From an optimization exercise on the open Yosys and OpenROAD flow, aimed at small area and a short achievable clock period; shortcuts taken in it are not production practice. The RTL was checked by simulation tests, not by an equivalence proof against the original design.

Setup of R:
==> flow/design.v (excerpt) <==
module cpu_top(
    input wire clk,
    input wire rst,
    input wire control,
    input wire [31:0] instr,
    output wire [31:0] pc,
    output wire [6:0] seg1,
    output wire [6:0] seg2
);
    wire [6:0] op  = instr[6:0];
    wire [4:0] rd  = instr[11:7];
    wire [4:0] rs1 = instr[19:15];
    wire [4:0] rs2 = instr[24:20];
    wire is_r = (op == 7'b0110011);
    wire is_i = (op == 7'b0010011);
    wire is_s = (op == 7'b0100011);
    wire is_b = (op == 7'b1100011);
    wire is_j = (op == 7'b1101111);
    wire is_a = ~is_s & ~is_b & ~is_i;
    wire reg_write = is_r | is_i | is_s;
    reg [31:0] pc_reg;
    reg [31:0] regs [1:31];
    reg [31:1] valid;
    wire [31:0] imm_i = {{20{instr[31]}}, instr[31:20]};
    wire [31:0] imm_b = {{20{instr[31]}}, instr[7], instr[30:25], instr[11:8], 1'b0};
    wire [31:1] valid_n = ~valid;
    wire [31:1] sel1, sel2, sel1l, sel2l;
    rf_decode_a dec1 (.rs(rs1), .valid_n(valid_n), .sel(sel1));
    rf_decode_a dec2 (.rs(rs2), .valid_n(valid_n), .sel(sel2));
    rf_decode_a dec1l (.rs(rs1), .valid_n(valid_n), .sel(sel1l));
    rf_decode_a dec2l (.rs(rs2), .valid_n(valid_n), .sel(sel2l));
    wire [31:0] a, b;      
    wire [7:0] a_d, b_d;   
    genvar gi, gk;
    generate
        for (gk = 0; gk < 32; gk = gk + 1) begin : rb
            wire [31:1] d;
            for (gi = 1; gi < 32; gi = gi + 1) begin : r
                assign d[gi] = regs[gi][gk];
            end
            if (gk < 8) begin : lo
                rf_read_bit2 ra (.sel(sel1l), .d(d), .q(a[gk]), .q2(a_d[gk]));
                rf_read_bit2 rb (.sel(sel2l), .d(d), .q(b[gk]), .q2(b_d[gk]));
            end else begin : hi
                rf_read_bit ra (.sel(sel1), .d(d), .q(a[gk]));
                rf_read_bit rb (.sel(sel2), .d(d), .q(b[gk]));
            end
        end
    endgenerate
    wire [31:0] sum;
  ...
For scale: roughly 81 I/O pins.
==> module rf_decode_a, before the edit <==
module rf_decode_a(
    input wire [4:0] rs,
    input wire [31:1] valid_n,
    output wire [31:1] sel
);
    wire [4:0] rn;
    wire [3:0] lo_n;
    wire [7:0] hi_n;
    genvar i;
    generate
        for (i = 0; i < 5; i = i + 1) begin : iv
            g_inv u (.a(rs[i]), .y(rn[i]));
        end
        for (i = 0; i < 4; i = i + 1) begin : pl
            g_nand2 u (.a(i[0] ? rs[0] : rn[0]), .b(i[1] ? rs[1] : rn[1]), .y(lo_n[i]));
        end
        for (i = 0; i < 8; i = i + 1) begin : ph
            g_nand3 u (.a(i[0] ? rs[2] : rn[2]), .b(i[1] ? rs[3] : rn[3]),
                       .c(i[2] ? rs[4] : rn[4]), .y(hi_n[i]));
        end
        for (i = 1; i < 32; i = i + 1) begin : s
            g_nor3 u (.a(lo_n[i % 4]), .b(hi_n[i / 4]), .c(valid_n[i]), .y(sel[i]));
        end
    endgenerate
endmodule
==> module cpu_top, before the edit <==
module cpu_top(
    input wire clk,
    input wire rst,
    input wire control,
    input wire [31:0] instr,
    output wire [31:0] pc,
    output wire [6:0] seg1,
    output wire [6:0] seg2
);
    wire [6:0] op  = instr[6:0];
    wire [4:0] rd  = instr[11:7];
    wire [4:0] rs1 = instr[19:15];
    wire [4:0] rs2 = instr[24:20];
    wire is_r = (op == 7'b0110011);
    wire is_i = (op == 7'b0010011);
    wire is_s = (op == 7'b0100011);
    wire is_b = (op == 7'b1100011);
    wire is_j = (op == 7'b1101111);
    wire is_a = ~is_s & ~is_b & ~is_i;
    wire reg_write = is_r | is_i | is_s;
    reg [31:0] pc_reg;
    reg [31:0] regs [1:31];
    reg [31:1] valid;
    wire [31:0] imm_i = {{20{instr[31]}}, instr[31:20]};
    wire [31:0] imm_b = {{20{instr[31]}}, instr[7], instr[30:25], instr[11:8], 1'b0};
    wire [31:1] valid_n = ~valid;
    wire [31:1] sel1, sel2, sel1l, sel2l;
    rf_decode_a dec1 (.rs(rs1), .valid_n(valid_n), .sel(sel1));
    rf_decode_a dec2 (.rs(rs2), .valid_n(valid_n), .sel(sel2));
    rf_decode_a dec1l (.rs(rs1), .valid_n(valid_n), .sel(sel1l));
    rf_decode_a dec2l (.rs(rs2), .valid_n(valid_n), .sel(sel2l));
    wire [31:0] a, b;      
    wire [7:0] a_d, b_d;   
    genvar gi, gk;
    generate
        for (gk = 0; gk < 32; gk = gk + 1) begin : rb
            wire [31:1] d;
            for (gi = 1; gi < 32; gi = gi + 1) begin : r
                assign d[gi] = regs[gi][gk];
            end
            if (gk < 8) begin : lo
                rf_read_bit2 ra (.sel(sel1l), .d(d), .q(a[gk]), .q2(a_d[gk]));
                rf_read_bit2 rb (.sel(sel2l), .d(d), .q(b[gk]), .q2(b_d[gk]));
            end else begin : hi
                rf_read_bit ra (.sel(sel1), .d(d), .q(a[gk]));
                rf_read_bit rb (.sel(sel2), .d(d), .q(b[gk]));
            end
        end
    endgenerate
    wire [31:0] sum;
    add32 uadd (.a(a), .b(is_i ? imm_i : b), .s(sum));
    wire [31:0] shl = a << b[4:0];
    wire [31:0] wdata = is_s ? shl : sum;
    wire [6:0] s1_add, s20_add, s21_add, s1_adi, s20_adi, s21_adi;
    wire [6:0] s1_sub, s20_sub, s21_sub, s1_shl, s2_shl;
    wire c4_add, c4_adi, c4_sub;
    seg7_add8 dadd (.x(a_d), .y(b_d), .seg1(s1_add), .seg20(s20_add), .seg21(s21_add), .c4(c4_add));
    seg7_add8 dadi (.x(a_d), .y(imm_i[7:0]), .seg1(s1_adi), .seg20(s20_adi), .seg21(s21_adi), .c4(c4_adi));
    seg7_sub8 dsub (.x(a_d), .y(b_d), .seg1(s1_sub), .seg20(s20_sub), .seg21(s21_sub), .c4(c4_sub));
    seg7_shl8 dshl (.x(a), .s(b[4:0]), .seg1(s1_shl), .seg2(s2_shl));
    wire ea1, ea0, ei1, ei0, eb1, eb0;
    seg7_en ena (.op(is_a), .c4(c4_add), .e1(ea1), .e0(ea0));
    seg7_en eni (.op(is_i), .c4(c4_adi), .e1(ei1), .e0(ei0));
    seg7_en enb (.op(is_b), .c4(c4_sub), .e1(eb1), .e0(eb0));
    generate
        for (gk = 0; gk < 7; gk = gk + 1) begin : os
            seg7_opsel o1 (.is_s(is_s), .is_b(is_b), .is_i(is_i), .is_a(is_a),
                           .vs(s1_shl[gk]), .vb(s1_sub[gk]), .vi(s1_adi[gk]), .va(s1_add[gk]),
                           .y(seg1[gk]));
            seg7_opsel2 o2 (.is_s(is_s), .vs(s2_shl[gk]),
                            .eb1(eb1), .eb0(eb0), .vb1(s21_sub[gk]), .vb0(s20_sub[gk]),
                            .ei1(ei1), .ei0(ei0), .vi1(s21_adi[gk]), .vi0(s20_adi[gk]),
                            .ea1(ea1), .ea0(ea0), .va1(s21_add[gk]), .va0(s20_add[gk]),
                            .y(seg2[gk]));
        end
    endgenerate
    wire taken = is_b & (a != b);
    wire [31:0] pc_next = is_j ? {pc_reg[31:28], instr[25:0], 2'b00}
                        : taken ? pc_reg + imm_b : pc_reg + 32'd4;
    always @(posedge clk or posedge rst) begin
        if (rst)
            pc_reg <= 32'h0;
        else if (control)
            pc_reg <= pc_next;
    end
    assign pc = pc_reg;
    always @(posedge clk or posedge rst) begin
        if (rst)
            valid <= 31'h0;
        else if (reg_write && rd != 5'd0)
            valid[rd] <= 1'b1;
    end
    always @(posedge clk) begin
        if (reg_write && rd != 5'd0)
            regs[rd] <= wdata;
    end
endmodule
export LEC_CHECK = 0
export CAP_MARGIN = 20
export CORE_MARGIN = 2
export CORE_UTILIZATION = 45
export CTS_CLUSTER_DIAMETER = 100
export CTS_CLUSTER_SIZE = 25
export SETUP_SLACK_MARGIN = 2.5
export SLEW_MARGIN = 20
export SYNTH_HIERARCHICAL = 1
create_clock -name core_clock -period 9.0 [get_ports {clk}]
run.sh (not shown) runs the stock make flow with config.mk's settings and CLKGATE_MAP_FILE= SYNTH_SCRIPT=/design/flow/synth_recipe.tcl, a recipe that flattens the netlist after the stock synthesis.
What P does differently from R at the input level:
==> flow/design.v, changed modules only <==
module rf_decode_a(
    input wire [4:0] rs,
    input wire [31:1] valid,
    output wire [31:1] sel
);
    wire [4:0] rn;
    wire [3:0] lo;
    wire [7:0] hi;
    wire [31:1] sel_n;
    genvar i;
    generate
        for (i = 0; i < 5; i = i + 1) begin : iv
            g_inv u (.a(rs[i]), .y(rn[i]));
        end
        for (i = 0; i < 4; i = i + 1) begin : pl
            g_nor2 u (.a(i[0] ? rn[0] : rs[0]), .b(i[1] ? rn[1] : rs[1]), .y(lo[i]));
        end
        for (i = 0; i < 8; i = i + 1) begin : ph
            g_nor3 u (.a(i[0] ? rn[2] : rs[2]), .b(i[1] ? rn[3] : rs[3]),
                      .c(i[2] ? rn[4] : rs[4]), .y(hi[i]));
        end
        for (i = 1; i < 32; i = i + 1) begin : s
            g_nand3 u (.a(lo[i % 4]), .b(hi[i / 4]), .c(valid[i]), .y(sel_n[i]));
            g_inv v (.a(sel_n[i]), .y(sel[i]));
        end
    endgenerate
endmodule
module cpu_top(
    input wire clk,
    input wire rst,
    input wire control,
    input wire [31:0] instr,
    output wire [31:0] pc,
    output wire [6:0] seg1,
    output wire [6:0] seg2
);
    wire [6:0] op  = instr[6:0];
    wire [4:0] rd  = instr[11:7];
    wire [4:0] rs1 = instr[19:15];
    wire [4:0] rs2 = instr[24:20];
    wire is_r = (op == 7'b0110011);
    wire is_i = (op == 7'b0010011);
    wire is_s = (op == 7'b0100011);
    wire is_b = (op == 7'b1100011);
    wire is_j = (op == 7'b1101111);
    wire is_a = ~is_s & ~is_b & ~is_i;
    wire reg_write = is_r | is_i | is_s;
    reg [31:0] pc_reg;
    reg [31:0] regs [1:31];
    reg [31:1] valid;
    wire [31:0] imm_i = {{20{instr[31]}}, instr[31:20]};
    wire [31:0] imm_b = {{20{instr[31]}}, instr[7], instr[30:25], instr[11:8], 1'b0};
    wire [31:1] sel1, sel2, sel1l, sel2l;
    rf_decode_a dec1 (.rs(rs1), .valid(valid), .sel(sel1));
    rf_decode_a dec2 (.rs(rs2), .valid(valid), .sel(sel2));
    rf_decode_a dec1l (.rs(rs1), .valid(valid), .sel(sel1l));
    rf_decode_a dec2l (.rs(rs2), .valid(valid), .sel(sel2l));
    wire [31:0] a, b;      
    wire [7:0] a_d, b_d;   
    genvar gi, gk;
    generate
        for (gk = 0; gk < 32; gk = gk + 1) begin : rb
            wire [31:1] d;
            for (gi = 1; gi < 32; gi = gi + 1) begin : r
                assign d[gi] = regs[gi][gk];
            end
            if (gk < 8) begin : lo
                rf_read_bit2 ra (.sel(sel1l), .d(d), .q(a[gk]), .q2(a_d[gk]));
                rf_read_bit2 rb (.sel(sel2l), .d(d), .q(b[gk]), .q2(b_d[gk]));
            end else begin : hi
                rf_read_bit ra (.sel(sel1), .d(d), .q(a[gk]));
                rf_read_bit rb (.sel(sel2), .d(d), .q(b[gk]));
            end
        end
    endgenerate
    wire [31:0] sum;
    add32 uadd (.a(a), .b(is_i ? imm_i : b), .s(sum));
    wire [31:0] shl = a << b[4:0];
    wire [31:0] wdata = is_s ? shl : sum;
    wire [6:0] s1_add, s20_add, s21_add, s1_adi, s20_adi, s21_adi;
    wire [6:0] s1_sub, s20_sub, s21_sub, s1_shl, s2_shl;
    wire c4_add, c4_adi, c4_sub;
    seg7_add8 dadd (.x(a_d), .y(b_d), .seg1(s1_add), .seg20(s20_add), .seg21(s21_add), .c4(c4_add));
    seg7_add8 dadi (.x(a_d), .y(imm_i[7:0]), .seg1(s1_adi), .seg20(s20_adi), .seg21(s21_adi), .c4(c4_adi));
    seg7_sub8 dsub (.x(a_d), .y(b_d), .seg1(s1_sub), .seg20(s20_sub), .seg21(s21_sub), .c4(c4_sub));
    seg7_shl8 dshl (.x(a), .s(b[4:0]), .seg1(s1_shl), .seg2(s2_shl));
    wire ea1, ea0, ei1, ei0, eb1, eb0;
    seg7_en ena (.op(is_a), .c4(c4_add), .e1(ea1), .e0(ea0));
    seg7_en eni (.op(is_i), .c4(c4_adi), .e1(ei1), .e0(ei0));
    seg7_en enb (.op(is_b), .c4(c4_sub), .e1(eb1), .e0(eb0));
    generate
        for (gk = 0; gk < 7; gk = gk + 1) begin : os
            seg7_opsel o1 (.is_s(is_s), .is_b(is_b), .is_i(is_i), .is_a(is_a),
                           .vs(s1_shl[gk]), .vb(s1_sub[gk]), .vi(s1_adi[gk]), .va(s1_add[gk]),
                           .y(seg1[gk]));
            seg7_opsel2 o2 (.is_s(is_s), .vs(s2_shl[gk]),
                            .eb1(eb1), .eb0(eb0), .vb1(s21_sub[gk]), .vb0(s20_sub[gk]),
                            .ei1(ei1), .ei0(ei0), .vi1(s21_adi[gk]), .vi0(s20_adi[gk]),
                            .ea1(ea1), .ea0(ea0), .va1(s21_add[gk]), .va0(s20_add[gk]),
                            .y(seg2[gk]));
        end
    endgenerate
    wire taken = is_b & (a != b);
    wire [31:0] pc_next = is_j ? {pc_reg[31:28], instr[25:0], 2'b00}
                        : taken ? pc_reg + imm_b : pc_reg + 32'd4;
    always @(posedge clk or posedge rst) begin
        if (rst)
            pc_reg <= 32'h0;
        else if (control)
            pc_reg <= pc_next;
    end
    assign pc = pc_reg;
    always @(posedge clk or posedge rst) begin
        if (rst)
            valid <= 31'h0;
        else if (reg_write && rd != 5'd0)
            valid[rd] <= 1'b1;
    end
    always @(posedge clk) begin
        if (reg_write && rd != 5'd0)
            regs[rd] <= wdata;
    end
endmodule
==> comparison <==
Comparing the two runs side by side, P comes out ahead of R on routed via count. Compared with R, P shows a weighted congestion reported at the end of routability-driven placement that is about 0.6% lower. Site row count: P vs R identical. Comparing R with P, the die area came out essentially unchanged. The run showing the greater overall track demand over capacity in global routing is R. Compared with R, P shows a lower core utilization. Layout-stage area growth over the synthesis result was higher in the run labelled R. Lower global routing usage on met1 goes to P over R. [compare] base=R new=P: fraction of standard cell area in multi-input logic went down by 1.0 points, number of buffers and inverters on the critical path rose 1, synthesized cell count shows an increase of 97. Placed cell area shrinks slightly when moving from R to P.

## re-timing with driven ports
Ports are ideal in the flow. The routed layouts listed here were re-timed in OpenROAD. Step 1, drivers: a clkbuf_16 drives clk and a buf_2 each remaining input, both assumed. Step 2, shift: input delay + t, output delay - t, t = (earliest + latest rising clock arrival at the registers) / 2. This alone moves slack from input paths to output paths. Three values: ideal, step 1, step 2; two values: the first two.
| run | shift t [ns] | setup WS [ns] | pins driven straight from the clock port |
|---|---|---|---|
| R | 0.770 | 2.116 / 2.077 / 1.770 | 1 |
| P | 0.730 | 2.204 / 2.140 / 1.820 | 1 |
After both steps setup and hold are still met in every run listed. The setup slack of P, which loses most, moves by -0.064 ns with the drivers and by -0.384 ns with both steps.
